What follows belongs to an exercise in optimizing a design on an open flow for small area and a short achievable clock period; a production flow would make more cautious choices.
Function was checked by simulation only, so behaviour that the tests miss may differ from the original.
Power figures rest on the tool's default switching activity, not on a simulated workload.

**flow/design.v**
```verilog
module ffD(clk, rst, Din, Dout);
input clk, rst;
input [31:0]Din;
output [31:0]Dout;
reg [31:0]Dout;
always@(posedge clk) 
begin
	if(rst==1)
	Dout <= 0;
	else
	Dout <= Din;
end
endmodule 
module mux1 (
		input [31:0] A, B,
		input Sel,
		output reg [31:0] Out
	);
	always @(Sel, A, B) begin
		case (Sel)
			0: Out = A;
			1:	Out = B;
		endcase
	end
endmodule
module extend (
	input [15:0]offset,
	output reg [31:0]offset32
);
always @(offset)
begin
 offset32[31:0] = {16'b0000000000000000,offset[15:0]};
end
endmodule
module alu(ctl, a, b, resultado);
  input [1:0] ctl;
  input [31:0] a, b;
  output reg [31:0] resultado;
  always @(*)
  begin
    case (ctl)
      2'b00 : resultado = a & b;  
      2'b01 : resultado = a | b;  
      2'b10 : resultado = a + b;  
      2'b11 : resultado = a - b;  
      default : resultado = 32'hxxxxxxxx;
   endcase
 end
endmodule
module control(instruction, ctrl);
    input [31:0] instruction;
	 output [20:0] ctrl;
    reg    [20:0] ctrl;
	 wire [11:0] opcode;
	 wire [4:0] rs, rt, rd;
    parameter LW = 12'b000111_xxxxxx;
    parameter SW = 12'b001000_xxxxxx;
    parameter ADD = 12'b000110_100000;
	 parameter SUB = 12'b000110_100010;
	 parameter AND = 12'b000110_100100;
	 parameter OR = 12'b000110_100101;
	 assign opcode[11:0] = {instruction[31:26], instruction[5:0]};
	 assign rs[4:0] = {instruction[25:21]};
	 assign rt[4:0] = {instruction[20:16]};
	 assign rd[4:0] = {instruction[15:11]};
    always @(instruction)
    begin
        casex (opcode)
          LW :
          begin
              ctrl[20:0]={6'b10_1_1_0_1,rs[4:0],5'b00000,rt[4:0]};
          end
          SW :
          begin
              ctrl[20:0]={6'b10_1_1_1_1,rs[4:0],5'b00000,rt[4:0]};
          end
          ADD :
          begin
              ctrl[20:0]={6'b10_0_0_0_1,rs[4:0],rt[4:0],rd[4:0]};
          end
          SUB :
          begin
              ctrl[20:0]={6'b11_0_0_0_1,rs[4:0],rt[4:0],rd[4:0]};
          end
          AND :
          begin
              ctrl[20:0]={6'b00_0_0_0_1,rs[4:0],rt[4:0],rd[4:0]};
          end
			 OR :
          begin
              ctrl[20:0]={6'b01_0_0_0_1,rs[4:0],rt[4:0],rd[4:0]};
          end
          default
          begin
              ctrl[20:0]={21'b0}; 
          end
        endcase
    end
endmodule
module PC(
  input rst,
  input clk,
  output reg [31:0]pc
  );
	always @(posedge clk or posedge rst)
		if (rst == 1)
		pc <= 0;
		else
		pc <= pc + 1;
  endmodule
module registerFile(addr1,addr2,out1,out2,addr_in,in,clk,rst);
input [4:0] addr1;	
input [4:0] addr2;	
output [31:0] out1;	
output [31:0] out2;	
input [4:0] addr_in;	
input [31:0] in;	
reg [31:0] out1;
reg [31:0] out2;
input clk, rst;
wire [511:0] regmem;
always @(posedge clk)
begin
		out1 <= addr1[4] ? 32'b0 : regmem[addr1[3:0]*32 +: 32];
		out2 <= addr2[4] ? 32'b0 : regmem[addr2[3:0]*32 +: 32];
end
genvar i;
generate
	for (i = 0; i < 16; i = i + 1) begin : REG
		reg [31:0] q;
		always @(negedge clk or posedge rst)
			if (rst)
				q <= 32'b0;
			else if (addr_in == i)
				q <= in;
		assign regmem[32*i +: 32] = q;
	end
endgenerate
endmodule
module data_memory(
clk , 
rst ,
address_0 , 
data_in , 
data_out,
cs_0 , 
we_0 
);
parameter data_0_WIDTH = 32 ;
parameter ADDR_WIDTH = 13 ;
input [ADDR_WIDTH-1:0] address_0 ;
input cs_0 ;
input we_0 ;
input clk;
input rst;
input [data_0_WIDTH-1:0] data_in ;
output reg [data_0_WIDTH-1:0] data_out;
wire [ADDR_WIDTH*data_0_WIDTH-1:0] mem;
genvar i;
generate
	for (i = 0; i < ADDR_WIDTH; i = i + 1) begin : WORD
		reg [data_0_WIDTH-1:0] q;
		always @ (posedge clk)
			if (rst)
				q <= (i == 0) ? 32'd1000 :
				     (i == 1) ? 32'd5000 :
				     (i == 2) ? 32'd2000 :
				     (i == 3) ? 32'd3000 : 32'd0;
			else if ( cs_0 && we_0 && address_0 == i )
				q <= data_in;
		assign mem[data_0_WIDTH*i +: data_0_WIDTH] = q;
	end
endgenerate
	always @ (posedge clk)
		begin : MEM_READ_0
			if (cs_0 && !we_0 && address_0 < ADDR_WIDTH) begin
				data_out <= mem[address_0*data_0_WIDTH +: data_0_WIDTH];
			end else begin
				data_out <= 0;
		end
	end
endmodule
module cpu (clk, rst, imem_addr, imem_data, test, test1);
	input clk, rst;
	output [6:0]imem_addr;
	input  [31:0]imem_data;
	output  [31:0]test;
	output [31:0]test1;
wire	 [31:0] inst;
wire   [31:0]ctrl, ctrl0, ctrl1, ctrl2;
wire   [20:0]controle;
wire	 [31:0]resultado;
wire   [31:0]data_out2;
wire   [31:0]pc;
wire	 [4:0]addr1, addr2, addr_in;
wire	 [31:0]out1, out2, out3;
wire	 [31:0]in;
wire	 rw;
wire	 [15:0]offset;
wire	 [31:0]offset32;
wire   sel1;
wire	 [31:0] imm;
wire   [31:0] data_out1;
wire	 [31:0]address_0;
wire	 [31:0] data_in;
wire	 [31:0]outrg1, outrg2;
wire	 [31:0] M, B, D, D1;
	assign imem_addr = pc[6:0];
	assign data_out2 = imem_data;
	PC PC(
		.rst(rst),
		.clk(clk),
		.pc(pc)
	);
ffD FF1(
		.rst(rst),
		.clk(clk),
		.Din(data_out2),
		.Dout(inst)
);
	registerFile RegisterFile(
		.addr1(inst[25:21]),
		.addr2(inst[20:16]),
		.out1(outrg1),
		.out2(outrg2),
		.addr_in(ctrl2[4:0]), 
		.in(out2),
		.rst(rst),
		.clk(clk)
	);
	control Controlador(
		.instruction(inst),
		.ctrl(controle)
	);
	extend Extend(
		.offset(inst[15:0]),
		.offset32(offset32)
	);
	ffD FF2(
		.rst(rst),
		.clk(clk),
		.Din(offset32),
		.Dout(imm)
		);
	ffD CONTROLE_0(
		.rst(rst),
		.clk(clk),
		.Din({11'b00000000000, controle[20:0]}),
		.Dout(ctrl0)
		);
	mux1 Mux1(
		.Sel(ctrl0[18]),
		.A(outrg2),
		.B(imm),
		.Out(out1)
	);
	alu Unidade_logica(
		.ctl(ctrl0[20:19]),
		.a(outrg1),
		.b(out1), 
		.resultado(resultado)
	);
	mux1 Mux3(
		.Sel(ctrl0[16]),
		.A(D),
		.B(resultado),
		.Out(out3)
	);
	ffD FF3(
		.rst(rst),
		.clk(clk),
		.Din(resultado),
		.Dout(D)
		);
	ffD CONTROLE_1(
		.rst(rst),
		.clk(clk),
		.Din(ctrl0),
		.Dout(ctrl1)
		);
	data_memory DataMemory(
		.address_0(out3[12:0]),
		.cs_0(ctrl1[15]),
		.we_0(ctrl0[16]),
		.data_in(outrg2),
		.data_out(M),
		.clk(clk),
		.rst(rst)
	);
	ffD FF5(
		.rst(rst),
		.clk(clk),
		.Din(D),
		.Dout(D1)
		);
	ffD CONTROLE_2(
		.rst(rst),
		.clk(clk),
		.Din(ctrl1),
		.Dout(ctrl2)
		);
	mux1 Mux2(
		.Sel(ctrl2[17]),
		.A(D1),
		.B(M),
		.Out(out2)
	);
	assign test[31:0] = inst[31:0];     
	assign test1[31:0] = out2[31:0];    
endmodule
```
**flow/constraint.sdc**
```tcl
create_clock -name core_clock -period 5.5 [get_ports {clk}]
set_input_delay 1.1000 -clock core_clock [delete_from_list [all_inputs] [get_ports {clk}]]
set_output_delay 1.1000 -clock core_clock [all_outputs]
set_load 0.01 [all_outputs]
```
**flow/run.sh**
```bash
#!/bin/bash
# synth_recipe.tcl (not shown) runs the flow's synth.tcl, then flattens the netlist and writes it again
# the make line also repeats each setting of config.mk as NAME=value (left out here)
make -C /OpenROAD-flow-scripts/flow DESIGN_CONFIG=/design/flow/config.mk WORK_HOME=/design/flow/orfs CLKGATE_MAP_FILE= SYNTH_SCRIPT=/design/flow/synth_recipe.tcl finish
```
**flow/config.mk**
```make
export PLATFORM = sky130hd
export DESIGN_NAME = cpu
export DESIGN_NICKNAME = cpu
export VERILOG_FILES = /design/flow/design.v
export SDC_FILE = /design/flow/constraint.sdc
export NUM_CORES = 4
export LEC_CHECK = 0
export CAP_MARGIN = 20
export CORE_MARGIN = 2
export CORE_UTILIZATION = 40
export SLEW_MARGIN = 20
```
==> results of run 1 <==
state kept, by name, indices dropped and copies added (netlist names):
| register | count |
|---|---|
| FF5.Dout | 32 |
| RegisterFile.out2 | 32 |
| DataMemory.WORD.q | 416 |
| CONTROLE_2.Dout | 6 |
| PC.pc | 7 |
| RegisterFile.out1 | 32 |
| FF2.Dout | 16 |
| RegisterFile.REG.q | 512 |
| CONTROLE_0.Dout | 10 |
| FF3.Dout | 32 |
| CONTROLE_1.Dout | 7 |
| DataMemory.data_out | 32 |
| FF1.Dout | 32 |
power by group through the flow:
stage	Combinational, mW	Sequential, mW	Clock (mW)
after floorplan	0.664	8.75	0
after global routing	0.971	8.67	9.35
after global placement	0.887	8.83	0
after detailed placement	0.890	8.83	0
after CTS	0.894	8.66	8.99
final	0.890	8.66	8.82
final cells by class:
class	instances	share of cell area [%]
well taps	1781	3.59
flip-flops and latches	1166	41.8
multi-input cells	3596	43.0
inverters	53	0.346
repair buffers	264	4.29
clock buffers	191	6.25
clock inverters	39	0.735
diodes	2	0.00805
worst reg2reg max path: stages, from the launching register on:
cell                       delay [ns]
sky130_fd_sc_hd__dfxtp_4         0.46
sky130_fd_sc_hd__buf_4           0.25
sky130_fd_sc_hd__nor3b_1         0.29
sky130_fd_sc_hd__o211ai_1        0.20
sky130_fd_sc_hd__or2_2           0.34
sky130_fd_sc_hd__o21ai_0         0.22
sky130_fd_sc_hd__xnor2_1         0.09
sky130_fd_sc_hd__ha_1            0.40
sky130_fd_sc_hd__and3_1          0.27
sky130_fd_sc_hd__a31oi_1         0.10
sky130_fd_sc_hd__o21ai_0         0.18
sky130_fd_sc_hd__o21a_1          0.28
sky130_fd_sc_hd__o31ai_1         0.12
sky130_fd_sc_hd__nor4b_1         0.26
sky130_fd_sc_hd__a22oi_1         0.14
sky130_fd_sc_hd__buf_4           0.21
sky130_fd_sc_hd__or4_2           0.69
sky130_fd_sc_hd__buf_4           0.34
sky130_fd_sc_hd__mux2i_1         0.21
worst paths after layout:
path / start / endpoint / slack, ns / cells after the start
setup / recovery: CONTROLE_0.Dout[18] / DataMemory.WORD[6].q[16] / 0.32 / 18
hold / removal: CONTROLE_1.Dout[17] / CONTROLE_2.Dout[17] / 0.43 / 1
setup reg to reg: CONTROLE_0.Dout[18] / DataMemory.WORD[6].q[16] / 0.32 / 18
hold reg to reg: CONTROLE_1.Dout[17] / CONTROLE_2.Dout[17] / 0.43 / 1
max in group asynchronous: rst / RegisterFile.REG[0].q[27] / 1.55 / 3
min in group asynchronous: rst / PC.pc[4] / 0.88 / 3
layout by cell type, fill, tap and decap left out, types with 7 or more instances in the layout:
| cell | n |
|---|---|
| sky130_fd_sc_hd__o31ai_1 | 8 |
| sky130_fd_sc_hd__clkbuf_16 | 138 |
| sky130_fd_sc_hd__o21ai_0 | 360 |
| sky130_fd_sc_hd__ha_1 | 35 |
| sky130_fd_sc_hd__nor2_1 | 322 |
| sky130_fd_sc_hd__nand2_1 | 1035 |
| sky130_fd_sc_hd__a21oi_1 | 256 |
| sky130_fd_sc_hd__dfxtp_4 | 7 |
| sky130_fd_sc_hd__nor3b_1 | 8 |
| sky130_fd_sc_hd__and2_1 | 8 |
| sky130_fd_sc_hd__clkbuf_8 | 23 |
| sky130_fd_sc_hd__buf_4 | 125 |
| sky130_fd_sc_hd__clkbuf_1 | 30 |
| sky130_fd_sc_hd__clkdlybuf4s50_1 | 103 |
| sky130_fd_sc_hd__a21o_1 | 13 |
| sky130_fd_sc_hd__xor2_1 | 15 |
| sky130_fd_sc_hd__buf_12 | 33 |
| sky130_fd_sc_hd__a211oi_1 | 15 |
| sky130_fd_sc_hd__dfrtn_1 | 512 |
| sky130_fd_sc_hd__mux2i_1 | 650 |
| sky130_fd_sc_hd__bufinv_16 | 7 |
| sky130_fd_sc_hd__clkinv_2 | 19 |
| sky130_fd_sc_hd__maj3_1 | 10 |
| sky130_fd_sc_hd__mux4_2 | 320 |
| sky130_fd_sc_hd__a221oi_1 | 8 |
| sky130_fd_sc_hd__nand3_1 | 109 |
| sky130_fd_sc_hd__nor2b_1 | 175 |
| sky130_fd_sc_hd__a41oi_1 | 32 |
| sky130_fd_sc_hd__a31oi_1 | 9 |
| sky130_fd_sc_hd__inv_1 | 51 |
| sky130_fd_sc_hd__nand2b_1 | 11 |
| sky130_fd_sc_hd__nand2_2 | 9 |
| sky130_fd_sc_hd__dfxtp_1 | 634 |
| sky130_fd_sc_hd__xnor2_1 | 30 |
| sky130_fd_sc_hd__or4_2 | 11 |
| sky130_fd_sc_hd__nor3_1 | 23 |
| sky130_fd_sc_hd__o21ai_1 | 8 |
| sky130_fd_sc_hd__dfrtp_1 | 7 |
| sky130_fd_sc_hd__a22oi_1 | 11 |
cell families (layout without fill, tap and decap cells):
group	Yosys count	count (layout)
AND/OR/NAND/NOR	1761	1761
flip-flops	1166	1166
multiplexers	981	981
AO/OA/AOI/OAI	763	763
buffers and inverters	498	547
adder cells (fa/ha/maj)	46	46
XOR/XNOR	45	45
other	0	2
per-stage QoR:
step | cell area (sq um) | setup WS (ns) | cells
floorplan | 54700 | -0.383 | 5260
global placement | 57800 | 0.261 | 6860
detailed placement | 57800 | 0.264 | 6860
CTS | 62100 | 0.241 | 7090
global route | 62100 | 0.0430 | 7090
finish | 62100 | 0.321 | 7092
per-layer routing:
| layer | routed length (um) | up-vias | GRT usage (%) |
|---|---|---|---|
| li1 | - | 18300 | - |
| met1 | 68700 | 19200 | 30.0 |
| met2 | 71900 | 1014 | 35.5 |
| met3 | 8150 | 271 | 3.64 |
| met4 | 4020 | 2 | 6.63 |
| met5 | 13 | - | 0 |
repair_timing:
action / CTS / global route
endpoints found under the setup margin: 0 / 117
resized for setup: 0 / 3
setup buffers: 0 / 0
==> impl_metrics.py, run 1 <==
metrics = {
    "finish": {
        "layout-drive-gt1-share_pct": 14.2,
        "fillerInstances": 12500,
        "ff_latch_area_sq_um": 26000,
        "footprint_of_the_multi_input_gates_sq_um": 26700,
        "post-route-util_pct": 45.9,
        "areaGrowthSynthToFinish_pct": 13.8,
        "fin_nets": 5281,
    },
    "global_route": {
        "maximum_number_of_pins_on_one_net_before_global_route_repair": 200,
        "first_global_vias": 39200,
        "gr-usage-all-layers_pct": 21.9,
        "grt_overflow": 0,
        "wire_length_of_the_first_global_routing_pass_um": 238000,
        "antenna_violations_before_repair": 7,
    },
    "synthesis": {
        "synth_edf_count": 0,
        "synth.largest_area_cell": "sky130_fd_sc_hd__dfxtp_1",
        "synth_top_family_by_area": "multiplexers",
        "post_synth_xor_area_fraction_pct": 0.722,
        "netlist_area_sq_um": 54600,
        "simple_gate_share_of_the_synthesized_area_pct": 13.8,
        "yosys_register_bits": 1166,
        "yosysMostFrequentCell": "sky130_fd_sc_hd__nand2_1",
        "netlist_instances": 5260,
        "per_instance_average_area_after_synthesis_sq_um": 10.4,
        "synth.yosys.seq_area_share_pct": 47.5,
        "synthArstFlopShare_pct": 44.5,
        "mappedNetlistNets": 5330,
        "ys_top_cells_by_area": "sky130_fd_sc_hd__dfxtp_1, sky130_fd_sc_hd__dfrtn_1, sky130_fd_sc_hd__mux4_2, sky130_fd_sc_hd__mux2i_1, sky130_fd_sc_hd__nand2_1",
        "synth_common_cells": "sky130_fd_sc_hd__nand2_1, sky130_fd_sc_hd__mux2i_1, sky130_fd_sc_hd__dfxtp_1",
        "synth_warnings": 8,
        "synth.mux.area_fraction_pct": 25.4,
        "synth_top_area_share_pct": 23.7,
        "synth_cell_types": 77,
        "postSynth.topFlopCell": "sky130_fd_sc_hd__dfxtp_1",
        "synth_fa_ha_area_share_pct": 1.02,
        "synth_compound_gate_area_share_pct": 7.77,
    },
    "timing": {
        "max_slew.worst_pin.slew_ns": 1.09,
        "worst_hold_slack_after_final_layout_ns": 0.435,
        "setup-violations-final": 0,
        "grt_setup_unrepaired": "no",
        "timing.fmax_mhz": 193,
        "post-route-period-util_pct": 94.2,
        "timing.max_slew.rel_slack_pct": 27.2,
        "drv_slew": 0,
        "hold_viol_final": 0,
        "clock-skew-final_ns": 0.0844,
        "timing.setup.tns_ns": 0,
        "period_needed_ns": 5.18,
    },
    "drt": {
        "via_count": 38800,
        "antenna_violating_nets_post_route": 0,
        "drt-wirelength-per-cell_um": 21.5,
        "viasPerCell": 5.46,
        "drt_drc_violations_left": 0,
        "detailedRoute.firstIterationViolations": 2971,
        "drt_first_pass_iters": 5,
        "route.final.wire_length_um": 153000,
    },
    "setup_path": {
        "worstSetupPathType": "register to register",
        "timing.critical_path.fanout_max": 23,
        "cp_num_buf_inv": 3,
        "arrival_ns": 5.78,
        "cp_common_cell": "sky130_fd_sc_hd__buf_4",
        "worst_path_max_delay_cell": "sky130_fd_sc_hd__or4_2",
        "cp-end-kind": "register",
        "critical_path.cell_chain": "buf_4, nor3b_1, o211ai_1, or2_2, o21ai_0, xnor2_1, ha_1, and3_1, a31oi_1, o21ai_0, o21a_1, o31ai_1, nor4b_1, a22oi_1, buf_4, or4_2, buf_4, mux2i_1",
        "timing.critical_path.from_type": "register",
        "required_worst_endpoint_ns": 6.10,
        "critical-path-top-delay-family": "simple AND/OR/NAND/NOR gates",
        "slowest_delay_ns": 0.69,
    },
    "floorplanning": {
        "dieArea_sq_um": 140000,
        "initial_utilization_pct": 40.3,
        "design.core.area_sq_um": 135000,
        "top_level_ports": 105,
        "dieWidth_um": 374,
        "placementRows": 135,
        "die-height_um": 374,
    },
    "cts": {
        "post_cts_hold_fix_bufs": 0,
        "clkLatencyLatePin_ns": 0.75,
        "cts.root.buffer_cell": "sky130_fd_sc_hd__clkbuf_16",
        "cts-buffers-inserted": 130,
        "tritoncts": "done",
        "cts.clk_slew.worst_paths_ns": 0.06,
        "count_of_clock_tree_sinks": 1166,
        "ctsHtreeMaxLevel": 4,
        "cts-root-to-sink-buffers": 3,
    },
    "power_and_ir_drop": {
        "power.combinational.fraction_pct": 4.8,
        "power_frac_seq_pct": 47.1,
        "net-switching-power_mw": 4.23,
        "swShare_pct": 23.0,
        "internal_power_mw": 14.1,
        "vdd_ir_drop_max_v": 0.000295,
        "static-leakage-power_nw": 28.0,
        "p_total_mw": 18.4,
        "p_per_area_nw_per_um2": 296,
        "clock_power_share_pct": 48.0,
    },
    "run": {
        "max_cap_viol_count": 0,
    },
    "outcome": {
        "result_of_the_run": "complete, no violations",
    },
    "worst_hold_path": {
        "min_path_type": "register to register",
    },
    "place": {
        "dp.final_hpwl_um": 93600,
        "port_buffers": 104,
        "gpl.final_weighted_congestion": 0.915,
    },
}
==> inputs of run 2 (changes only) <==
==> flow/design.v (replaced) <==
module cpu (clk, rst, imem_addr, imem_data, test, test1);
	input clk, rst;
	output [6:0] imem_addr;
	input  [31:0] imem_data;
	output [31:0] test;
	output [31:0] test1;
	reg [6:0] pc;
	always @(posedge clk or posedge rst)
		if (rst) pc <= 7'd0;
		else     pc <= pc + 7'd1;
	assign imem_addr = pc;
	reg [31:0] ir;
	always @(posedge clk)
		ir <= rst ? 32'd0 : imem_data;
	assign test = ir;
	wire [5:0] op = ir[31:26];
	wire [5:0] fn = ir[5:0];
	wire d_lw  = (op == 6'b000111);
	wire d_sw  = (op == 6'b001000);
	wire d_r   = (op == 6'b000110);
	wire d_add = d_r & (fn == 6'b100000);
	wire d_sub = d_r & (fn == 6'b100010);
	wire d_and = d_r & (fn == 6'b100100);
	wire d_or  = d_r & (fn == 6'b100101);
	wire d_mem = d_lw | d_sw;
	wire d_valid = d_mem | d_add | d_sub | d_and | d_or;
	wire d_arith = d_mem | d_add | d_sub;
	wire [4:0] d_dest = d_mem ? ir[20:16] : (d_valid ? ir[15:11] : 5'd0);
	wire [511:0] rf;      
	wire [15:0] rs_oh, rt_oh;
	genvar g;
	generate
		for (g = 0; g < 16; g = g + 1) begin : DEC
			assign rs_oh[g] = ~rst & (ir[25:21] == g);
			assign rt_oh[g] = ~rst & (ir[20:16] == g);
		end
	endgenerate
	reg [31:0] rd_a, rd_b;
	integer k;
	always @(*) begin
		rd_a = 32'd0;
		rd_b = 32'd0;
		for (k = 0; k < 16; k = k + 1) begin
			rd_a = rd_a | ({32{rs_oh[k]}} & rf[32*k +: 32]);
			rd_b = rd_b | ({32{rt_oh[k]}} & rf[32*k +: 32]);
		end
	end
	reg [31:0] ea, eb;        
	reg [15:0] eimm;
	reg e_arith, e_sub, e_or, e_imm, e_sw, e_mem, e_valid, e_nw;
	reg [3:0] e_dest;
	always @(posedge clk) begin
		ea   <= rd_a;
		eb   <= rd_b ^ {32{d_sub}};
		eimm <= ir[15:0];
		if (rst) begin
			e_arith <= 1'b0; e_sub <= 1'b0; e_or <= 1'b0; e_imm <= 1'b0;
			e_sw <= 1'b0; e_mem <= 1'b0; e_valid <= 1'b0; e_nw <= 1'b0;
			e_dest <= 4'd0;
		end else begin
			e_arith <= d_arith; e_sub <= d_sub; e_or <= d_or; e_imm <= d_mem;
			e_sw <= d_sw; e_mem <= d_mem; e_valid <= d_valid; e_nw <= d_dest[4];
			e_dest <= d_dest[3:0];
		end
	end
	wire [31:0] bop = e_imm ? {16'd0, eimm} : eb;
	wire [31:0] sum = ea + bop + {31'd0, e_sub};
	wire [31:0] res = e_arith ? sum : (e_or ? (ea | eb) : (ea & eb));
	reg m_mem, m_valid, m_nw;
	reg [3:0] m_dest;
	reg [31:0] md;
	reg [12:0] m_rsel;
	wire [415:0] dm;      
	wire [12:0] hit;
	generate
		for (g = 0; g < 13; g = g + 1) begin : ADEC
			assign hit[g] = (sum[12:0] == g);
		end
	endgenerate
	wire [12:0] wsel = hit & {13{e_sw & m_valid}};
	wire [12:0] rsel = hit & {13{e_mem & ~d_sw}};
	always @(posedge clk) begin
		m_rsel <= rsel;
		if (rst) begin
			m_mem <= 1'b0; m_valid <= 1'b0; m_nw <= 1'b0; m_dest <= 4'd0;
			md <= 32'd0;
		end else begin
			m_mem <= e_mem; m_valid <= e_valid; m_nw <= e_nw; m_dest <= e_dest;
			md <= res;
		end
	end
	wire [31:0] sd0 = eb & {32{~rst}};
	wire [31:0] sd1 = eb | {32{rst}};
	function [31:0] init_word(input integer i);
		init_word = (i == 0) ? 32'd1000 : (i == 1) ? 32'd5000 :
		            (i == 2) ? 32'd2000 : (i == 3) ? 32'd3000 : 32'd0;
	endfunction
	generate
		for (g = 0; g < 13; g = g + 1) begin : DM
			wire [31:0] iw = init_word(g);
			wire [31:0] nd = (sd1 & iw) | (sd0 & ~iw);
			reg [31:0] q;
			always @(posedge clk)
				if (wsel[g] | rst) q <= nd;
			assign dm[32*g +: 32] = q;
		end
	endgenerate
	reg [31:0] mrd;
	always @(*) begin
		mrd = 32'd0;
		for (k = 0; k < 13; k = k + 1)
			mrd = mrd | ({32{m_rsel[k]}} & dm[32*k +: 32]);
	end
	wire [31:0] wbn = (m_mem ? mrd : md) & {32{~rst}};
	reg [31:0] wb;
	always @(posedge clk) wb <= wbn;
	assign test1 = wb;
	generate
		for (g = 0; g < 16; g = g + 1) begin : RF
			reg [31:0] q;
			always @(posedge clk)
				if (rst | (~m_nw & (m_dest == g))) q <= wbn;
			assign rf[32*g +: 32] = q;
		end
	endgenerate
endmodule
==> impl_metrics.py, run 2 <==
metrics = {
    "outcome": {
        "result_of_the_run": "complete, no violations",
    },
    "floorplanning": {
        "dieArea_sq_um": 113000,
        "initial_utilization_pct": 40.2,
        "die-height_um": 337,
        "design.core.area_sq_um": 110000,
        "top_level_ports": 105,
        "placementRows": 122,
        "dieWidth_um": 337,
    },
    "cts": {
        "cts-buffers-inserted": 114,
        "cts.repair_timing.setup_buffer_count": 0,
        "clkLatencyLatePin_ns": 0.76,
        "tritoncts": "done",
        "post_cts_hold_fix_bufs": 0,
        "cts_resizes": 0,
        "cts.clk_slew.worst_paths_ns": 0.06,
        "count_of_clock_tree_sinks": 1142,
        "cts-root-to-sink-buffers": 3,
        "cts.root.buffer_cell": "sky130_fd_sc_hd__clkbuf_16",
        "ctsHtreeMaxLevel": 3,
    },
    "setup_path": {
        "cp_common_cell": "sky130_fd_sc_hd__buf_4",
        "timing.critical_path.fanout_max": 33,
        "timing.critical_path.from_type": "register",
        "arrival_ns": 5.35,
        "worst_path_max_delay_cell": "sky130_fd_sc_hd__o31ai_4",
        "required_worst_endpoint_ns": 5.85,
        "crit_path_launch": "e_imm",
        "critical_path.cell_chain": "buf_4, mux2_2, fa_1, a21oi_1, o22ai_1, o31ai_2, o21ai_2, xnor2_2, nand4_1, nor3_2, nand2_1, buf_4, o31ai_4, buf_12",
        "slowest_delay_ns": 0.59,
        "cp-end-kind": "register",
        "r2r_start": "e_imm",
        "worstSetupPathType": "register to register",
    },
    "timing": {
        "worst_hold_slack_after_final_layout_ns": 0.362,
        "timing.max_slew.rel_slack_pct": 18.0,
        "final.setup.worst_slack_ns": 0.505,
        "hold_viol_final": 0,
        "max_slew.worst_pin.slew_ns": 1.23,
        "timing.fmax_mhz": 200,
        "drv_slew": 0,
        "clock-skew-final_ns": 0.103,
        "grt_setup_unrepaired": "no",
        "period_needed_ns": 4.99,
        "setup-violations-final": 0,
        "post-route-period-util_pct": 90.8,
    },
    "synthesis": {
        "synthArstFlopShare_pct": 0.613,
        "netlist_instances": 2896,
        "yosys_register_bits": 1142,
        "synth.largest_area_cell": "sky130_fd_sc_hd__edfxtp_1",
        "postSynth.topFlopCell": "sky130_fd_sc_hd__edfxtp_1",
        "synth.yosys.seq_area_share_pct": 72.6,
        "per_instance_average_area_after_synthesis_sq_um": 15.3,
        "synth_edf_count": 928,
        "ys_top_cells_by_area": "sky130_fd_sc_hd__edfxtp_1, sky130_fd_sc_hd__dfxtp_1, sky130_fd_sc_hd__a221oi_1, sky130_fd_sc_hd__a22o_1, sky130_fd_sc_hd__a22oi_1",
        "mappedNetlistNets": 2963,
        "synth_warnings": 1,
        "synth_top_area_share_pct": 62.9,
        "synth_common_cells": "sky130_fd_sc_hd__edfxtp_1, sky130_fd_sc_hd__a221oi_1, sky130_fd_sc_hd__a22o_1",
        "synth_cell_types": 68,
        "netlist_area_sq_um": 44300,
        "yosysMostFrequentCell": "sky130_fd_sc_hd__edfxtp_1",
    },
    "place": {
        "port_buffers": 104,
        "dp.final_hpwl_um": 88000,
        "pre_cts_setup_slack_ns": 0.557,
        "gpl.final_weighted_congestion": 0.902,
    },
    "finish": {
        "max_flop_register": "RF.q",
        "fillerInstances": 9456,
        "largest_registers_in_the_final_layout": "RF.q: 512 flops, DM.q: 416 flops",
        "layout_commonest_cell": "sky130_fd_sc_hd__edfxtp_1",
        "layout-drive-gt1-share_pct": 14.2,
        "post-route-util_pct": 47.3,
        "largest_register_ff_count": 512,
        "fin_nets": 3110,
        "most-common-layout-cells": "sky130_fd_sc_hd__edfxtp_1, sky130_fd_sc_hd__a221oi_1, sky130_fd_sc_hd__a22o_1",
        "areaGrowthSynthToFinish_pct": 17.7,
    },
    "power_and_ir_drop": {
        "static-leakage-power_nw": 18.2,
        "p_total_mw": 19.0,
        "p_per_area_nw_per_um2": 364,
        "vdd_ir_drop_max_v": 0.000323,
    },
    "run": {
        "max_cap_viol_count": 0,
    },
    "drt": {
        "drt-wirelength-per-cell_um": 31.5,
        "viasPerCell": 6.45,
        "detailedRoute.firstIterationViolations": 4913,
        "drt_drc_violations_left": 0,
        "antenna_violating_nets_post_route": 0,
        "drt_first_pass_iters": 9,
        "route.final.wire_length_um": 146000,
        "via_count": 29900,
    },
    "global_route": {
        "maximum_number_of_pins_on_one_net_before_global_route_repair": 73,
        "first_global_vias": 29400,
        "antenna_violations_before_repair": 10,
        "gr-usage-all-layers_pct": 25.4,
        "wire_length_of_the_first_global_routing_pass_um": 208000,
        "grt_overflow": 0,
    },
    "worst_hold_path": {
        "min_path_type": "register to register",
        "min_from": "ir[10]",
    },
}
run 2: cell count changes after synthesis, sizes merged, moves of 320 or more:
cell | previous run | this run
mux2i | 655 | 0
edfxtp | 0 | 928
dfxtp | 647 | 207
dfrtn | 512 | 0
mux4 | 320 | 0
nand2 | 1044 | 59
o21ai | 369 | 46
run 2: layout make-up:
cell class                      instances  area (sq um)  share of cell area [%]
Clock buffer                          143          3000                    5.75
Clock inverter                         72           930                    1.78
Timing Repair Buffer                  224          2020                    3.87
Tap cell                             1488          1860                    3.57
Inverter                               11          41.3                  0.0792
Sequential cell                      1142         32200                    61.7
Antenna cell                            1          2.50                 0.00480
Multi-Input combinational cell       1550         12100                    23.2
run 2: critical path, delay by kind of cell, from the launching register on:
family                   cells  cell delay, ns
buffers and inverters        3            0.95
AND/OR/NAND/NOR              3            0.66
AO/OA/AOI/OAI                5            1.62
multiplexers                 1            0.42
adder cells (fa/ha/maj)      1            0.45
XOR/XNOR                     1            0.17
flip-flops                   1            0.34
run 2: worst paths after layout:
path                          endpoint  slack [ns]  cells after the start
min in group asynchronous        pc[6]        0.63                      2
setup reg to reg           DM[0].q[23]        0.51                     14
hold / removal                eimm[10]        0.36                      0
max in group asynchronous        pc[2]        4.40                      2
hold reg to reg               eimm[10]        0.36                      0
setup / recovery           DM[0].q[23]        0.51                     14
run 2: per-layer routing:
layer	track usage, %	vias up	routed length, um
met5	0.340	-	34
met4	10.9	6	7090
met3	6.47	583	17700
met2	38.6	2222	64300
met1	34.4	14800	56900
li1	-	12200	-
run 2: stage by stage:
stage / TNS [ns] / instance area, sq um / std cells
floorplan: -145.15 / 44300 / 2896
global placement: 0 / 48100 / 4415
detailed placement: 0 / 48100 / 4415
CTS: 0 / 52100 / 4630
global route: 0 / 52200 / 4630
finish: 0 / 52200 / 4631
run 2: logic make-up (layout without fill, tap and decap cells):
family          after synthesis  count (layout)  synth area share (%)
flops                      1142            1142                  72.6
compound gates              916             916                  16.8
simple gates                510             510                  5.93
buf+inv                     204             450                  1.79
xor+xnor                     67              67                  1.34
fa+ha+maj                    40              40                  1.12
mux                          17              17                 0.432
other cells                   0               1                     0
run 2: where the power goes:
group / switching [mW] / total (mW) / internal, mW
registers: 0.225 / 9.99 / 9.77
clock network: 3.44 / 8.10 / 4.66
logic: 0.629 / 0.879 / 0.250
total: 4.30 / 19.0 / 14.7
==> inputs of run 3 (changes only) <==
--- a/flow/config.mk
+++ b/flow/config.mk
@@ -8,4 +8,5 @@
 export CAP_MARGIN = 20
 export CORE_MARGIN = 2
 export CORE_UTILIZATION = 40
+export SETUP_SLACK_MARGIN = 3.0
 export SLEW_MARGIN = 20
==> impl_metrics.py, run 3 <==
metrics = {
    "outcome": {
        "result_of_the_run": "complete, no violations",
    },
    "global_route": {
        "first_global_vias": 30600,
        "maximum_number_of_pins_on_one_net_before_global_route_repair": 65,
        "gr-usage-all-layers_pct": 27.0,
        "grt_overflow": 0,
        "antenna_violations_before_repair": 5,
        "wire_length_of_the_first_global_routing_pass_um": 220000,
    },
    "drt": {
        "detailedRoute.firstIterationViolations": 5427,
        "drt_drc_violations_left": 0,
        "drt_first_pass_iters": 9,
        "route.final.wire_length_um": 160000,
        "via_count": 31500,
        "drt-wirelength-per-cell_um": 33.2,
        "viasPerCell": 6.52,
        "antenna_violating_nets_post_route": 0,
    },
    "power_and_ir_drop": {
        "swShare_pct": 22.9,
        "internal_power_mw": 15.1,
        "p_total_mw": 19.5,
        "power_frac_seq_pct": 51.2,
        "p_per_area_nw_per_um2": 350,
        "static-leakage-power_nw": 20.1,
        "net-switching-power_mw": 4.46,
        "vdd_ir_drop_max_v": 0.000302,
        "power.combinational.fraction_pct": 6.1,
        "clock_power_share_pct": 42.7,
    },
    "setup_path": {
        "r2r_start": "e_imm",
        "timing.critical_path.fanout_max": 9,
        "required_worst_endpoint_ns": 5.93,
        "worstSetupPathType": "register to register",
        "timing.critical_path.from_type": "register",
        "regToRegEndpoint": "DM[5].q[3]",
        "arrival_ns": 4.55,
        "cp-end-kind": "register",
        "r2r_slack_ns": 1.38,
        "timing.reg2reg.worst_path_depth": 11,
    },
    "timing": {
        "post-route-period-util_pct": 74.8,
        "clock-skew-final_ns": 0.0950,
        "timing.max_slew.rel_slack_pct": 10.4,
        "max_slew.worst_pin.slew_ns": 1.34,
        "worst_hold_slack_after_final_layout_ns": 0.386,
        "final.setup.worst_slack_ns": 1.38,
        "drv_slew": 0,
        "grt_setup_unrepaired": "yes",
        "period_needed_ns": 4.12,
        "timing.fmax_mhz": 243,
        "hold_viol_final": 0,
        "timing.setup.tns_ns": 0,
        "setup-violations-final": 0,
    },
    "floorplanning": {
        "initial_utilization_pct": 40.2,
        "dieWidth_um": 337,
        "design.core.area_sq_um": 110000,
        "top_level_ports": 105,
        "dieArea_sq_um": 113000,
        "placementRows": 122,
        "die-height_um": 337,
    },
    "synthesis": {
        "postSynth.topFlopCell": "sky130_fd_sc_hd__edfxtp_1",
        "synth.yosys.seq_area_share_pct": 72.6,
        "synth_warnings": 1,
        "yosysMostFrequentCell": "sky130_fd_sc_hd__edfxtp_1",
        "ys_top_cells_by_area": "sky130_fd_sc_hd__edfxtp_1, sky130_fd_sc_hd__dfxtp_1, sky130_fd_sc_hd__a221oi_1, sky130_fd_sc_hd__a22o_1, sky130_fd_sc_hd__a22oi_1",
        "synth_cell_types": 68,
        "synth_common_cells": "sky130_fd_sc_hd__edfxtp_1, sky130_fd_sc_hd__a221oi_1, sky130_fd_sc_hd__a22o_1",
        "synth_edf_count": 928,
        "synth.largest_area_cell": "sky130_fd_sc_hd__edfxtp_1",
        "synth_top_area_share_pct": 62.9,
        "mappedNetlistNets": 2963,
        "netlist_instances": 2896,
        "per_instance_average_area_after_synthesis_sq_um": 15.3,
        "synthArstFlopShare_pct": 0.613,
        "netlist_area_sq_um": 44300,
        "yosys_register_bits": 1142,
    },
    "finish": {
        "fin_nets": 3303,
        "stdcell_count": 4829,
        "most-common-layout-cells": "sky130_fd_sc_hd__edfxtp_1, sky130_fd_sc_hd__a22o_1, sky130_fd_sc_hd__a221oi_1",
        "largest_register_ff_count": 512,
        "areaGrowthSynthToFinish_pct": 25.9,
        "largest_registers_in_the_final_layout": "RF.q: 512 flops, DM.q: 416 flops",
        "layout_commonest_cell": "sky130_fd_sc_hd__edfxtp_1",
        "max_flop_register": "RF.q",
        "layout-drive-gt1-share_pct": 22.2,
    },
    "place": {
        "port_buffers": 104,
        "placedCellCount": 4396,
        "gpl.final_weighted_congestion": 0.882,
        "pre_cts_setup_slack_ns": 0.808,
        "dp.final_hpwl_um": 83200,
    },
    "run": {
        "max_cap_viol_count": 0,
    },
    "worst_hold_path": {
        "min_path_type": "register to register",
        "worst_hold_path.endpoint": "eimm[8]",
        "hold_depth": 0,
        "min_from": "ir[8]",
    },
    "cts": {
        "cts.root.buffer_cell": "sky130_fd_sc_hd__clkbuf_16",
        "ctsHtreeMaxLevel": 3,
        "post_cts_hold_fix_bufs": 0,
        "cts-root-to-sink-buffers": 3,
        "clkLatencyLatePin_ns": 0.74,
        "cts.clk_slew.worst_paths_ns": 0.06,
        "tritoncts": "done",
        "count_of_clock_tree_sinks": 1142,
        "cts-buffers-inserted": 115,
    },
}
run 3: stage by stage:
step                instance area, sq um  util (%)
CTS                                54600      49.6
finish                             55800      50.6
floorplan                          44700         -
global placement                   48000      43.6
global route                       55800      50.6
detailed placement                 48100      43.6
run 3: cell type report:
type                       instances  area, sq um
fill                            9044        54400
antenna                            2         5.00
tap                             1488         1860
multi-input combinational       1558        12700
sequential                      1142        32300
clock inverter                    76          985
inverter                          11         42.5
clock buffer                     144         3060
timing repair buffer             408         4870
run 3: cell families after synthesis:
kind of cell | after synthesis | synth area share (%)
compound gates | 916 | 16.8
xor+xnor | 67 | 1.34
fa+ha+maj | 40 | 1.12
buf+inv | 204 | 1.79
flops | 1142 | 72.6
mux | 17 | 0.432
simple gates | 510 | 5.93
run 3: what timing repair did:
item,CTS,global route
cloned,27,19
setup buffers,125,38
gates resized for setup,271,83
endpoints found under the hold margin,0,0
pin swaps,60,41
endpoints found under the setup margin,1044,627
run 3: worst max-delay path: stages (launching register included):
cell                        delay, ns
sky130_fd_sc_hd__dfxtp_4         0.38
sky130_fd_sc_hd__mux2_4          0.31
sky130_fd_sc_hd__fa_2            0.36
sky130_fd_sc_hd__fa_2            0.38
sky130_fd_sc_hd__buf_4           0.15
sky130_fd_sc_hd__xor2_1          1.01
sky130_fd_sc_hd__and3_1          0.38
sky130_fd_sc_hd__nand3_4         0.16
sky130_fd_sc_hd__o21ai_4         0.26
sky130_fd_sc_hd__buf_12          0.17
sky130_fd_sc_hd__buf_6           0.10
sky130_fd_sc_hd__clkbuf_16       0.15
run 3: power groups by stage:
| stage | clock [mW] | combinational, mW | sequential [mW] |
|---|---|---|---|
| final | 8.34 | 1.19 | 10.0 |
| after global routing | 8.72 | 1.23 | 10.0 |
| after CTS | 8.37 | 1.04 | 9.98 |
| after detailed placement | 0 | 0.850 | 10.2 |
| after global placement | 0 | 0.833 | 10.2 |
| after floorplan | 0 | 0.475 | 10.1 |
run 3: layer usage:
metal	global-route usage [%]	wire, um	vias up
met5	0	12	-
met4	13.7	10200	2
met3	6.43	19000	668
met2	42.1	72300	2436
met1	35.3	58500	15700
li1	-	-	12700
run 3: worst max-delay path by stage:
stage / start / endpoint / cells past startpoint
6_report: e_imm / DM[5].q[3] / 11
3_5_place_dp: e_imm / DM[3].q[25] / 13
2_1_floorplan: e_imm / DM[0].q[0] / 15
4_1_cts: e_imm / DM[11].q[27] / 16
3_3_place_gp: e_imm / DM[3].q[19] / 13
5_1_grt: e_imm / DM[5].q[11] / 11
==> inputs of run 4 (changes only) <==
--- a/flow/config.mk
+++ b/flow/config.mk
@@ -7,6 +7,6 @@
 export LEC_CHECK = 0
 export CAP_MARGIN = 20
 export CORE_MARGIN = 2
-export CORE_UTILIZATION = 40
+export CORE_UTILIZATION = 65
 export SETUP_SLACK_MARGIN = 3.0
 export SLEW_MARGIN = 20
==> impl_metrics.py, run 4 <==
metrics = {
    "timing": {
        "timing.max_slew.rel_slack_pct": 18.5,
        "setup-violations-final": 0,
        "worst_hold_slack_after_final_layout_ns": 0.384,
        "hold_viol_final": 0,
        "drv_slew": 0,
        "period_needed_ns": 4.06,
        "grt_setup_unrepaired": "yes",
        "clock-skew-final_ns": 0.0337,
        "max_slew.worst_pin.slew_ns": 1.22,
        "timing.fmax_mhz": 246,
        "timing.setup.tns_ns": 0,
        "post-route-period-util_pct": 73.9,
    },
    "place": {
        "dp_area_sq_um": 47200,
        "port_buffers": 104,
        "dp.final_hpwl_um": 78700,
        "gpl.final_weighted_congestion": 0.953,
    },
    "global_route": {
        "antenna_violations_before_repair": 8,
        "grt_overflow": 0,
        "wire_length_of_the_first_global_routing_pass_um": 215000,
        "maximum_number_of_pins_on_one_net_before_global_route_repair": 81,
        "first_global_vias": 30800,
        "gr-usage-all-layers_pct": 43.1,
    },
    "finish": {
        "max_flop_register": "RF.q",
        "layout-drive-gt1-share_pct": 23.0,
        "layout_commonest_cell": "sky130_fd_sc_hd__edfxtp_1",
        "most-common-layout-cells": "sky130_fd_sc_hd__edfxtp_1, sky130_fd_sc_hd__a22o_1, sky130_fd_sc_hd__a221oi_1",
        "fillerInstances": 3270,
        "largest_registers_in_the_final_layout": "RF.q: 512 flops, DM.q: 416 flops",
        "largest_register_ff_count": 512,
        "post-route-util_pct": 82.0,
        "fin_nets": 3287,
        "finish.instance_area_sq_um": 55300,
        "areaGrowthSynthToFinish_pct": 24.7,
    },
    "drt": {
        "antenna_violating_nets_post_route": 0,
        "drt-wirelength-per-cell_um": 38.3,
        "drt_first_pass_iters": 7,
        "detailedRoute.firstIterationViolations": 6232,
        "drt_drc_violations_left": 0,
        "viasPerCell": 7.79,
        "via_count": 32600,
        "route.final.wire_length_um": 161000,
    },
    "worst_hold_path": {
        "min_from": "ir[15]",
        "min_path_type": "register to register",
    },
    "floorplanning": {
        "die-height_um": 265,
        "initial_utilization_pct": 65.8,
        "top_level_ports": 105,
        "dieArea_sq_um": 70300,
        "dieWidth_um": 265,
        "design.core.area_sq_um": 67400,
        "placementRows": 95,
    },
    "power_and_ir_drop": {
        "p_total_mw": 19.1,
        "static-leakage-power_nw": 20.1,
        "p_per_area_nw_per_um2": 345,
        "vdd_ir_drop_max_v": 0.000310,
    },
    "cts": {
        "count_of_clock_tree_sinks": 1142,
        "clkLatencyLatePin_ns": 0.69,
        "cts.root.buffer_cell": "sky130_fd_sc_hd__clkbuf_16",
        "cts-root-to-sink-buffers": 3,
        "ctsHtreeMaxLevel": 3,
        "cts-buffers-inserted": 106,
        "cts.clk_slew.worst_paths_ns": 0.06,
        "post_cts_hold_fix_bufs": 0,
        "tritoncts": "done",
    },
    "setup_path": {
        "crit_path_launch": "e_imm",
        "r2r_start": "e_imm",
        "critical_path.cell_chain": "buf_6, mux2_4, fa_2, fa_2, a21oi_4, o22ai_4, o31ai_4, buf_4, xor2_2, nand4_1, nor3_4, buf_12, nand2_8, o31ai_4, buf_6, clkbuf_16",
        "arrival_ns": 4.44,
        "cp_num_buf_inv": 5,
        "critical-path-top-delay-family": "compound AO/OA/AOI/OAI gates",
        "cp-end-kind": "register",
        "worstSetupPathType": "register to register",
        "required_worst_endpoint_ns": 5.88,
        "worst_path_max_delay_cell": "sky130_fd_sc_hd__fa_2",
        "timing.critical_path.fanout_max": 8,
        "timing.critical_path.from_type": "register",
        "slowest_delay_ns": 0.39,
    },
    "synthesis": {
        "synth_top_area_share_pct": 62.9,
        "netlist_instances": 2896,
        "netlist_area_sq_um": 44300,
        "synth_common_cells": "sky130_fd_sc_hd__edfxtp_1, sky130_fd_sc_hd__a221oi_1, sky130_fd_sc_hd__a22o_1",
        "postSynth.topFlopCell": "sky130_fd_sc_hd__edfxtp_1",
        "synth.yosys.seq_area_share_pct": 72.6,
        "ys_top_cells_by_area": "sky130_fd_sc_hd__edfxtp_1, sky130_fd_sc_hd__dfxtp_1, sky130_fd_sc_hd__a221oi_1, sky130_fd_sc_hd__a22o_1, sky130_fd_sc_hd__a22oi_1",
        "per_instance_average_area_after_synthesis_sq_um": 15.3,
        "synth_edf_count": 928,
        "mappedNetlistNets": 2963,
        "synth_warnings": 1,
        "synth.largest_area_cell": "sky130_fd_sc_hd__edfxtp_1",
        "synthArstFlopShare_pct": 0.613,
        "yosys_register_bits": 1142,
        "synth_cell_types": 68,
        "yosysMostFrequentCell": "sky130_fd_sc_hd__edfxtp_1",
    },
    "outcome": {
        "result_of_the_run": "complete, no violations",
    },
    "run": {
        "max_cap_viol_count": 0,
    },
}
-- run 4: cell count changes in the layout (fill, tap and decap cells not counted), moves of 10 or more --
cell                              before  now
sky130_fd_sc_hd__clkbuf_8              3   19
sky130_fd_sc_hd__a211oi_4             16   27
sky130_fd_sc_hd__buf_4               168  147
sky130_fd_sc_hd__clkinv_1             19    8
sky130_fd_sc_hd__dlygate4sd2_1        44   67
sky130_fd_sc_hd__clkdlybuf4s15_1      18    2
sky130_fd_sc_hd__a211oi_2             20   10
-- run 4: cell type report --
| type | count | area (sq um) | share of cell area (%) |
|---|---|---|---|
| tap | 873 | 1090 | 1.98 |
| clock buffer | 147 | 3110 | 5.62 |
| clock inverter | 51 | 599 | 1.08 |
| timing repair buffer | 401 | 4920 | 8.91 |
| antenna | 3 | 7.51 | 0.0136 |
| sequential | 1142 | 32200 | 58.3 |
| multi-input combinational | 1558 | 13300 | 24.0 |
| inverter | 11 | 41.3 | 0.0747 |
-- run 4: final timing paths --
path,to,slack [ns],cells after the start
setup / recovery,DM[3].q[15],1.44,16
hold / removal,eimm[15],0.38,0
setup reg to reg,DM[3].q[15],1.44,16
hold reg to reg,eimm[15],0.38,0
max in group asynchronous,pc[6],3.80,3
min in group asynchronous,pc[1],1.28,3
-- run 4: logic make-up (layout without fill, tap and decap cells) --
group | count (synthesis) | count (layout) | synth area share, %
flops | 1142 | 1142 | 72.6
xor+xnor | 67 | 67 | 1.34
simple gates | 510 | 518 | 5.93
fa+ha+maj | 40 | 40 | 1.12
mux | 17 | 17 | 0.432
buf+inv | 204 | 610 | 1.79
compound gates | 916 | 916 | 16.8
other cells | 0 | 3 | 0
-- run 4: metrics by stage --
stage | instances | setup slack (ns)
global route | 4184 | 1.33
finish | 4186 | 1.44
global placement | 3770 | 0.760
floorplan | 2896 | 1.07
CTS | 4109 | 1.51
detailed placement | 3770 | 0.694
-- run 4: repair_timing --
| action | CTS | global route |
|---|---|---|
| buffers inserted | 119 | 46 |
| pin swaps | 71 | 60 |
| gates resized for setup | 328 | 108 |
| gates cloned | 22 | 28 |
| setup endpoints to repair | 1069 | 733 |
-- run 4: power breakdown --
group	leakage [nW]	total [mW]	internal [mW]	switching, mW
Clock	1.82	7.82	4.55	3.27
Combinational	6.86	1.23	0.438	0.796
Sequential	11.4	10.0	9.77	0.235
Total	20.1	19.1	14.8	4.30
-- run 4: layer usage --
metal / wire [um] / up-vias / GRT usage (%) / share of wire [%]
li1: - / 12600 / - / -
met1: 51600 / 15900 / 55.0 / 32
met2: 71800 / 3209 / 65.6 / 45
met3: 23400 / 892 / 13.3 / 15
met4: 13600 / 12 / 25.6 / 8.5
met5: 94 / - / 0.901 / 0.059
==> inputs of run 5 (changes only) <==
--- a/flow/design.v
+++ b/flow/design.v
@@ -45,36 +45,48 @@
 			rd_b = rd_b | ({32{rt_oh[k]}} & rf[32*k +: 32]);
 		end
 	end
-	reg [31:0] ea, eb;        
-	reg [15:0] eimm;
-	reg e_arith, e_sub, e_or, e_imm, e_sw, e_mem, e_valid, e_nw;
+	reg [31:0] ea;            
+	reg [31:0] eb;            
+	reg [31:0] es;            
+	reg e_arith, e_sub, e_or, e_sw, e_mem, e_valid, e_nw;
 	reg [3:0] e_dest;
 	always @(posedge clk) begin
 		ea   <= rd_a;
-		eb   <= rd_b ^ {32{d_sub}};
-		eimm <= ir[15:0];
+		eb   <= d_mem ? {16'd0, ir[15:0]} : (rd_b ^ {32{d_sub}});
+		es   <= rd_b;
 		if (rst) begin
-			e_arith <= 1'b0; e_sub <= 1'b0; e_or <= 1'b0; e_imm <= 1'b0;
+			e_arith <= 1'b0; e_sub <= 1'b0; e_or <= 1'b0;
 			e_sw <= 1'b0; e_mem <= 1'b0; e_valid <= 1'b0; e_nw <= 1'b0;
 			e_dest <= 4'd0;
 		end else begin
-			e_arith <= d_arith; e_sub <= d_sub; e_or <= d_or; e_imm <= d_mem;
+			e_arith <= d_arith; e_sub <= d_sub; e_or <= d_or;
 			e_sw <= d_sw; e_mem <= d_mem; e_valid <= d_valid; e_nw <= d_dest[4];
 			e_dest <= d_dest[3:0];
 		end
 	end
-	wire [31:0] bop = e_imm ? {16'd0, eimm} : eb;
-	wire [31:0] sum = ea + bop + {31'd0, e_sub};
+	wire [32:0] sum1 = {ea, 1'b1} + {eb, e_sub};
+	wire [31:0] sum = sum1[32:1];
 	wire [31:0] res = e_arith ? sum : (e_or ? (ea | eb) : (ea & eb));
 	reg m_mem, m_valid, m_nw;
 	reg [3:0] m_dest;
 	reg [31:0] md;
 	reg [12:0] m_rsel;
 	wire [415:0] dm;      
+	wire [12:0] ap = ea[12:0] ^ eb[12:0];
+	wire [12:0] aa = ea[12:0] & eb[12:0];
+	wire [12:0] ao = ea[12:0] | eb[12:0];
+	wire hi_ok = &(~(ap[12:5] ^ ao[11:4]));
 	wire [12:0] hit;
 	generate
 		for (g = 0; g < 13; g = g + 1) begin : ADEC
-			assign hit[g] = (sum[12:0] == g);
+			wire [4:0] K = g;
+			wire [4:0] cin  = ap[4:0] ^ K;
+			wire [3:0] cout;
+			genvar b;
+			for (b = 0; b < 4; b = b + 1) begin : B
+				assign cout[b] = K[b] ? aa[b] : ao[b];
+			end
+			assign hit[g] = hi_ok & ~cin[0] & (cin[4:1] == cout[3:0]);
 		end
 	endgenerate
 	wire [12:0] wsel = hit & {13{e_sw & m_valid}};
@@ -89,8 +101,8 @@
 			md <= res;
 		end
 	end
-	wire [31:0] sd0 = eb & {32{~rst}};
-	wire [31:0] sd1 = eb | {32{rst}};
+	wire [31:0] sd0 = es & {32{~rst}};
+	wire [31:0] sd1 = es | {32{rst}};
 	function [31:0] init_word(input integer i);
 		init_word = (i == 0) ? 32'd1000 : (i == 1) ? 32'd5000 :
 		            (i == 2) ? 32'd2000 : (i == 3) ? 32'd3000 : 32'd0;
==> impl_metrics.py, run 5 <==
metrics = {
    "synthesis": {
        "synth.largest_area_cell": "sky130_fd_sc_hd__edfxtp_1",
        "per_instance_average_area_after_synthesis_sq_um": 14.2,
        "synth.yosys.seq_area_share_pct": 70.4,
        "ys_top_cells_by_area": "sky130_fd_sc_hd__edfxtp_1, sky130_fd_sc_hd__dfxtp_1, sky130_fd_sc_hd__a22oi_1, sky130_fd_sc_hd__a22o_1, sky130_fd_sc_hd__a221oi_1",
        "synth_common_cells": "sky130_fd_sc_hd__edfxtp_1, sky130_fd_sc_hd__a22oi_1, sky130_fd_sc_hd__dfxtp_1",
        "synth_edf_count": 928,
        "netlist_instances": 3254,
        "yosys_register_bits": 1158,
        "mappedNetlistNets": 3358,
        "synthArstFlopShare_pct": 0.604,
        "synth_warnings": 1,
        "synth_cell_types": 69,
        "yosysMostFrequentCell": "sky130_fd_sc_hd__edfxtp_1",
        "netlist_area_sq_um": 46200,
        "postSynth.topFlopCell": "sky130_fd_sc_hd__edfxtp_1",
        "synth_top_area_share_pct": 60.4,
    },
    "drt": {
        "drt-wirelength-per-cell_um": 37.6,
        "detailedRoute.firstIterationViolations": 6591,
        "route.final.wire_length_um": 173000,
        "drt_first_pass_iters": 13,
        "drt_drc_violations_left": 0,
        "antenna_violating_nets_post_route": 0,
        "via_count": 35100,
        "viasPerCell": 7.66,
    },
    "timing": {
        "timing.setup.tns_ns": 0,
        "clock-skew-final_ns": 0.0272,
        "timing.max_slew.rel_slack_pct": 22.3,
        "grt_setup_unrepaired": "yes",
        "period_needed_ns": 3.07,
        "drv_slew": 0,
        "hold_viol_final": 0,
        "final.setup.worst_slack_ns": 2.43,
        "max_slew.worst_pin.slew_ns": 1.16,
        "timing.fmax_mhz": 326,
        "setup-violations-final": 0,
        "post-route-period-util_pct": 55.8,
    },
    "cts": {
        "tritoncts": "done",
        "clkLatencyLatePin_ns": 0.70,
        "cts.root.buffer_cell": "sky130_fd_sc_hd__clkbuf_16",
        "count_of_clock_tree_sinks": 1158,
        "cts-root-to-sink-buffers": 3,
        "ctsHtreeMaxLevel": 3,
        "cts.clk_slew.worst_paths_ns": 0.07,
        "cts-buffers-inserted": 107,
    },
    "global_route": {
        "first_global_vias": 33300,
        "antenna_violations_before_repair": 10,
        "grt_overflow": 0,
        "maximum_number_of_pins_on_one_net_before_global_route_repair": 65,
        "wire_length_of_the_first_global_routing_pass_um": 229000,
        "gr-usage-all-layers_pct": 43.8,
    },
    "setup_path": {
        "worst_path_max_delay_cell": "sky130_fd_sc_hd__or4_4",
        "cp_num_buf_inv": 3,
        "critical-path-top-delay-family": "simple AND/OR/NAND/NOR gates",
        "required_worst_endpoint_ns": 5.90,
        "arrival_ns": 3.47,
        "slowest_delay_ns": 0.45,
        "worstSetupPathType": "register to register",
        "timing.critical_path.from_type": "register",
        "cp-end-kind": "register",
        "r2r_slack_ns": 2.43,
        "timing.critical_path.fanout_max": 6,
        "critical_path.cell_chain": "inv_2, ha_4, xnor2_2, nor4_2, nand4_1, or3_4, or4_4, o21ai_4, buf_12, clkbuf_16",
    },
    "outcome": {
        "result_of_the_run": "complete, no violations",
    },
    "finish": {
        "post-route-util_pct": 80.4,
        "layout-drive-gt1-share_pct": 19.5,
        "areaGrowthSynthToFinish_pct": 22.2,
        "footprint_of_the_multi_input_gates_sq_um": 13800,
        "max_flop_register": "RF.q",
        "largest_register_ff_count": 512,
        "fin_nets": 3656,
        "largest_registers_in_the_final_layout": "RF.q: 512 flops, DM.q: 416 flops",
        "ff_latch_area_sq_um": 32600,
        "most-common-layout-cells": "sky130_fd_sc_hd__edfxtp_1, sky130_fd_sc_hd__a22oi_1, sky130_fd_sc_hd__dfxtp_1",
        "layout_commonest_cell": "sky130_fd_sc_hd__edfxtp_1",
        "fillerInstances": 3654,
        "finish.instance_area_sq_um": 56400,
    },
    "run": {
        "max_cap_viol_count": 0,
    },
    "floorplanning": {
        "design.core.area_sq_um": 70100,
        "die-height_um": 270,
        "top_level_ports": 105,
        "dieArea_sq_um": 73200,
        "dieWidth_um": 270,
        "placementRows": 97,
        "initial_utilization_pct": 65.8,
    },
    "place": {
        "dp_area_sq_um": 48700,
        "pre_cts_setup_slack_ns": 1.52,
        "gpl.final_weighted_congestion": 0.980,
        "dp.final_hpwl_um": 84200,
        "port_buffers": 104,
    },
    "power_and_ir_drop": {
        "vdd_ir_drop_max_v": 0.000328,
        "p_per_area_nw_per_um2": 340,
        "static-leakage-power_nw": 20.7,
    },
    "worst_hold_path": {
        "min_path_type": "register to register",
    },
}
-- run 5: changes by cell type in the layout (fill, tap and decap cells not counted), moves of 17 or more --
cell / before / now
sky130_fd_sc_hd__a211oi_1: 1 / 18
sky130_fd_sc_hd__a221oi_1: 256 / 118
sky130_fd_sc_hd__a22o_1: 260 / 138
sky130_fd_sc_hd__a22oi_1: 160 / 435
sky130_fd_sc_hd__ha_1: 19 / 52
sky130_fd_sc_hd__inv_1: 11 / 104
sky130_fd_sc_hd__mux2i_1: 0 / 17
sky130_fd_sc_hd__nand2_1: 41 / 144
sky130_fd_sc_hd__nor2_1: 96 / 138
sky130_fd_sc_hd__xor2_1: 39 / 15
-- run 5: metrics by stage --
step / hold WS, ns / power [mW] / std cells
after floorplan: 0.414 / 10.7 / 3254
after global placement: 0.443 / 11.1 / 4173
after detailed placement: 0.465 / 11.2 / 4173
after CTS: 0.476 / 18.8 / 4502
after global routing: 0.493 / 19.5 / 4585
final: 0.482 / 19.2 / 4589
-- run 5: power breakdown --
| group | switching (mW) | internal, mW |
|---|---|---|
| combinational | 0.824 | 0.444 |
| sequential | 0.246 | 9.88 |
| clock | 3.37 | 4.42 |
-- run 5: final timing paths --
check / endpoint / from / depth (start not counted)
min in group asynchronous: pc[0] / rst / 2
setup reg to reg: DM[12].q[9] / eb[11] / 10
hold reg to reg: m_dest[0] / e_dest[0] / 1
setup / recovery: DM[12].q[9] / eb[11] / 10
max in group asynchronous: pc[6] / rst / 3
hold / removal: m_dest[0] / e_dest[0] / 1
-- run 5: kinds of logic (layout without fill, tap and decap cells) --
group,count (synthesis),after routing,synth area share (%)
simple gates,688,696,7.55
compound gates,948,948,15.9
flops,1158,1158,70.4
other cells,0,4,0
fa+ha+maj,70,70,1.98
mux,18,18,0.393
xor+xnor,44,44,0.835
buf+inv,328,711,2.92
-- run 5: final cells by class --
class	count	area share, %
clock inverters	52	1.10
multi-input cells	1776	24.4
repair buffers	396	8.56
diodes	4	0.0177
flip-flops and latches	1158	57.7
clock buffers	150	5.30
well taps	940	2.08
inverters	113	0.763
-- run 5: timing repair --
| item | in CTS | in global routing |
|---|---|---|
| gates resized for setup | 308 | 125 |
| gates cloned | 27 | 19 |
| hold buffers | 0 | 0 |
| pin swaps | 56 | 46 |
| endpoints found under the setup margin | 1252 | 574 |
| buffers inserted | 100 | 64 |
-- run 5: layer usage --
| layer | wire [um] | part of all wire (%) | GRT usage [%] |
|---|---|---|---|
| met5 | 89 | 0.052 | 0 |
| met4 | 15700 | 9.1 | 26.6 |
| met3 | 27900 | 16 | 13.3 |
| met2 | 75200 | 44 | 67.3 |
| met1 | 53700 | 31 | 55.1 |

==> separate check: timing with driven ports <==
The results above use ideal ports. As a check the final layouts listed here were re-extracted and re-timed, cells and wires unchanged. Step 1 (the two cells are an assumption about what drives the block):
set clk [get_ports {clk}]
set_driving_cell -lib_cell sky130_fd_sc_hd__clkbuf_16 $clk
set_driving_cell -lib_cell sky130_fd_sc_hd__buf_2 [delete_from_list [all_inputs] $clk]
Step 2, shift: input delay + t, output delay - t, t = (earliest + latest rising clock arrival at the registers) / 2. This alone moves slack from input paths to output paths. a / b / c = ideal / step 1 / step 2; a / b = the first two.
run | t, ns | slack for setup (ns) | worst setup path at the end | slew at the worst register clock pin (ns) | cell pins on the clock port's net
run 2 | 0.767 | 0.505 / 0.505 / 0.505 | register to register | 0.07 / 0.07 | 1
run 3 | 0.765 | 1.383 / 1.383 / 1.383 | register to register | 0.07 / 0.07 | 1
run 4 | 0.746 | 1.436 / 1.436 / 1.436 | register to register | 0.07 / 0.07 | 1
run 5 | 0.748 | 2.431 / 2.431 / 1.925 | input to register | 0.07 / 0.07 | 1
After both steps every run listed still meets setup and hold. For run 5, which loses most, drivers alone change the setup slack by 0.000 ns; drivers and shift together by -0.506 ns.
